From an optimization exercise on the open Yosys and OpenROAD flow, aimed at small area; shortcuts taken in it are not production practice.
Function was checked by simulation only, so behaviour that the tests miss may differ from the original.
The clock port is modelled as an ideal driver, which makes a skipped or thinned clock tree look cheaper than it is; a real chip needs a root buffer or a tree.
Power is estimated from default activity; no workload was simulated.

// uart_txrx_test
module uart_txrx_test(
    input  wire       clk,
    input  wire       n_reset,
    input  wire       TX_RDY,
    input  wire       RX_RDY,
    output reg        WEN,
    output reg        OEN,
    output reg  [7:0] uart_tx,
    input  wire [7:0] uart_rx,
    output reg  [3:0] ctrl,
    input  wire       sda_i,
    output reg        sda_o,
    output wire       sda_oe,
    output reg        scl,
    input  wire [3:0] key
);
    reg  [5:0]  ph;
    wire [15:0] PH_T = 16'h4cb3;
    wire        i2c_tick = ph[5] & ~ph[4] & ~ph[3] & ~ph[2] & ~ph[0];
    always @(posedge clk or negedge n_reset)
        if (!n_reset) ph <= 6'd0;
        else          ph <= {ph[4:0], PH_T[{ph[5], ph[4], ph[3], ph[1]}]};
    reg  [7:0]  tw, tr;
    wire [15:0] TM_T = 16'hac53;
    wire        tw_zero = (tw == 8'd0);
    wire        tr_zero = (tr == 8'd0);
    wire        write_valid = ~tw_zero;
    wire        read_valid  = ~tr_zero;
    always @(posedge clk or negedge n_reset)
        if (!n_reset) begin
            tw <= 8'd0;
            tr <= 8'd0;
        end else begin
            tw <= {tw[6:0], tw_zero ? key[2] : TM_T[{tw[7], tw[6], tw[5], tw[3]}]};
            tr <= {tr[6:0], tr_zero ? key[3] : TM_T[{tr[7], tr[6], tr[5], tr[3]}]};
        end
    reg  [10:0] cs;          
    reg         i2c_start;
    reg         wr_en, rd_en;
    reg         addr_inc;    
    reg  [7:0]  rd_data;     
    reg  [7:0]  po_data;     
    wire        cs_end = cs[0] & cs[1] & cs[2] & ~cs[3] & cs[4] & ~cs[6]
                       & ~cs[7] & ~cs[8] & ~cs[9] & ~cs[10];
    wire        i2c_end;
    always @(posedge clk or negedge n_reset)
        if (!n_reset) begin
            cs        <= 11'd0;
            i2c_start <= 1'b0;
            wr_en     <= 1'b0;
  ...
For scale: ~330 cells after synthesis, roughly 87 flip-flops, roughly 34 I/O pins, ~0.0039 mm² of cells after synthesis.
export LEC_CHECK = 0
export CAP_MARGIN = 20
export CORE_MARGIN = 2
export CORE_UTILIZATION = 40
export PLACE_DENSITY = 0.6
export SLEW_MARGIN = 20
create_clock -name core_clock -period 10.0 [get_ports {clk}]
run.sh (not shown) runs the stock make flow with config.mk's settings and CLKGATE_MAP_FILE= SYNTH_SCRIPT=/design/flow/synth_recipe.tcl, a recipe that flattens the netlist after the stock synthesis.
The baseline produced a clean layout.
==> next run, changes <==
==> flow/flow/run.sh (new file) <==
#!/bin/bash
# Standard ORFS layout with two changes: the port buffers are the smallest
# buffer cell, and clock tree synthesis uses small clock buffers without
# dummy loads. Everything else (synthesis, floorplan, power grid, tap cells,
# placement, routing) is the standard flow.
set -euo pipefail
export BUFFER_PORTS_ARGS="-buffer_cell sky130_fd_sc_hd__buf_1"
export CTS_ARGS="-sink_clustering_enable -repair_clock_nets -dont_use_dummy_load -buf_list sky130_fd_sc_hd__clkbuf_8"
bash standard.sh finish > standard_flow.log 2>&1
==> flow/standard.sh (new file) <==
#!/bin/bash
# synth_recipe.tcl (not shown) runs the flow's synth.tcl, then flattens the netlist and writes it again
# the make line also repeats each setting of config.mk as NAME=value (left out here)
make -C /OpenROAD-flow-scripts/flow DESIGN_CONFIG=/design/flow/config.mk WORK_HOME=/design/flow/orfs CLKGATE_MAP_FILE= SYNTH_SCRIPT=/design/flow/synth_recipe.tcl "${@:-finish}"
removed: flow/run.sh
The new run finished with timing, DRC and antenna clean.
Total power falls by 9.3%.
Worst setup slack is better by 330 ps.
Die area does not change.
Synthesized area stays the same.
Global-route usage is about the same.
Sequential cell count does not change.
Hold slack is worse by 4.3 ps.
Design area falls by 5.8%.

Another version of the RTL of uart_txrx_test (not shown whole).
For scale: ~280 cells after synthesis, ~34 I/O pins, ~3500 µm² of cells after synthesis.
==> flow/config.mk <==
export PLATFORM = sky130hd
export DESIGN_NAME = uart_txrx_test
export DESIGN_NICKNAME = uart_txrx_test
export VERILOG_FILES = /design/flow/design.v
export SDC_FILE = /design/flow/constraint.sdc
export NUM_CORES = 4
export LEC_CHECK = 0
export CAP_MARGIN = 20
export CORE_MARGIN = 2
export CORE_UTILIZATION = 40
export PLACE_DENSITY = 0.6
export SLEW_MARGIN = 20
==> flow/constraint.sdc <==
create_clock -name core_clock -period 10.0 [get_ports {clk}]
set_input_delay 2.0000 -clock core_clock [delete_from_list [all_inputs] [get_ports {clk}]]
set_output_delay 2.0000 -clock core_clock [all_outputs]
set_load 0.01 [all_outputs]
standard.sh (not shown) runs the stock make flow with config.mk's settings and CLKGATE_MAP_FILE= SYNTH_SCRIPT=/design/flow/synth_recipe.tcl, a recipe that flattens the netlist after the stock synthesis.
==> flow/flow/run.sh <==
#!/bin/bash
# The standard ORFS flow with these changes:
#  - synthesis maps the logic with an area-oriented ABC script (flow/abc_area.script)
#    in place of ORFS's delay-oriented one; everything else in synthesis is the
#    standard script (same passes, same flip-flop mapping and names);
#  - the port buffers are the smallest buffer cell (buf_1);
#  - the clock tree is built by flow/mycts.tcl (through ORFS's PRE_CTS_TCL hook)
#    in place of TritonCTS: one root buffer and balanced groups of flip-flops,
#    each behind its own leaf buffer; the rest of the CTS step (legalisation,
#    timing repair) is ORFS's.
set -euo pipefail
W=$(pwd)
rm -rf "$W/scripts_area"
cp -r "$FLOW_HOME/scripts" "$W/scripts_area"
cp "$W/flow/abc_area.script" "$W/scripts_area/abc_speed.script"
SCRIPTS_DIR="$W/scripts_area" bash standard.sh synth > synth_flow.log 2>&1
export BUFFER_PORTS_ARGS="-buffer_cell sky130_fd_sc_hd__buf_1"
export MY_FLOW_DIR="$W/flow"
export PRE_CTS_TCL="$W/flow/cts_hook.tcl"
bash standard.sh finish > layout_flow.log 2>&1
==> flow/flow/abc_area.script <==
strash
&get -n
&st
&dch
&nf -a -R 1000
&st
&dch
&nf -a -R 1000
&put
topo
dnsize -c
Other scripts of this flow, unchanged in this note and not shown: flow/flow/cts_hook.tcl, flow/flow/mycts.tcl
The starting point finished with timing, DRC and antenna clean.
==> next run, changes <==
==> flow/flow/abc_area.script (replaced) <==
strash
&get -n
&st
&deepsyn -T 30
&dch
&nf -a -R 1000
&st
&dch
&nf -a -R 1000
&put
topo
dnsize -c
Outcome:
- worst setup slack got worse by 190 ps
- wire length falls by 5.9%
- die area goes down by 3.2%
- global-route usage goes down by 0.26 points
In every run of this note, the design's own scripts or RTL, not TritonCTS, make the clock network.

==> re-timing with driven ports <==
How much do the figures lean on ideal ports? The routed layouts below were timed once more, with nothing changed but the port constraints. Step 1 (the two cells are an assumption about what drives the block):
set clk [get_ports {clk}]
set_driving_cell -lib_cell sky130_fd_sc_hd__clkbuf_16 $clk
set_driving_cell -lib_cell sky130_fd_sc_hd__buf_2 [delete_from_list [all_inputs] $clk]
Step 2 adds t to the input delays and takes it off the output delays; t is the mean of the earliest and latest rising clock arrival at the registers after step 1. Input paths then give back, and output paths get back, about the clock's delay inside the block. Slacks: ideal / step 1 / step 2; pairs: ideal / step 1.
| run | t, ns | slack for setup (ns) | worst slew at a driven data input, ns |
|---|---|---|---|
| the first run of note 1 | 0.376 | 5.462 / 5.430 / 5.806 | 0.04 |
| the second run of note 1 | 0.369 | 5.792 / 5.761 / 6.130 | 0.03 |
| the first run of note 2 | 0.554 | 5.799 / 5.772 / 6.327 | 0.03 |
| the second run of note 2 | 0.555 | 5.613 / 5.588 / 6.143 | 0.03 |
After both steps every run listed still meets setup and hold.
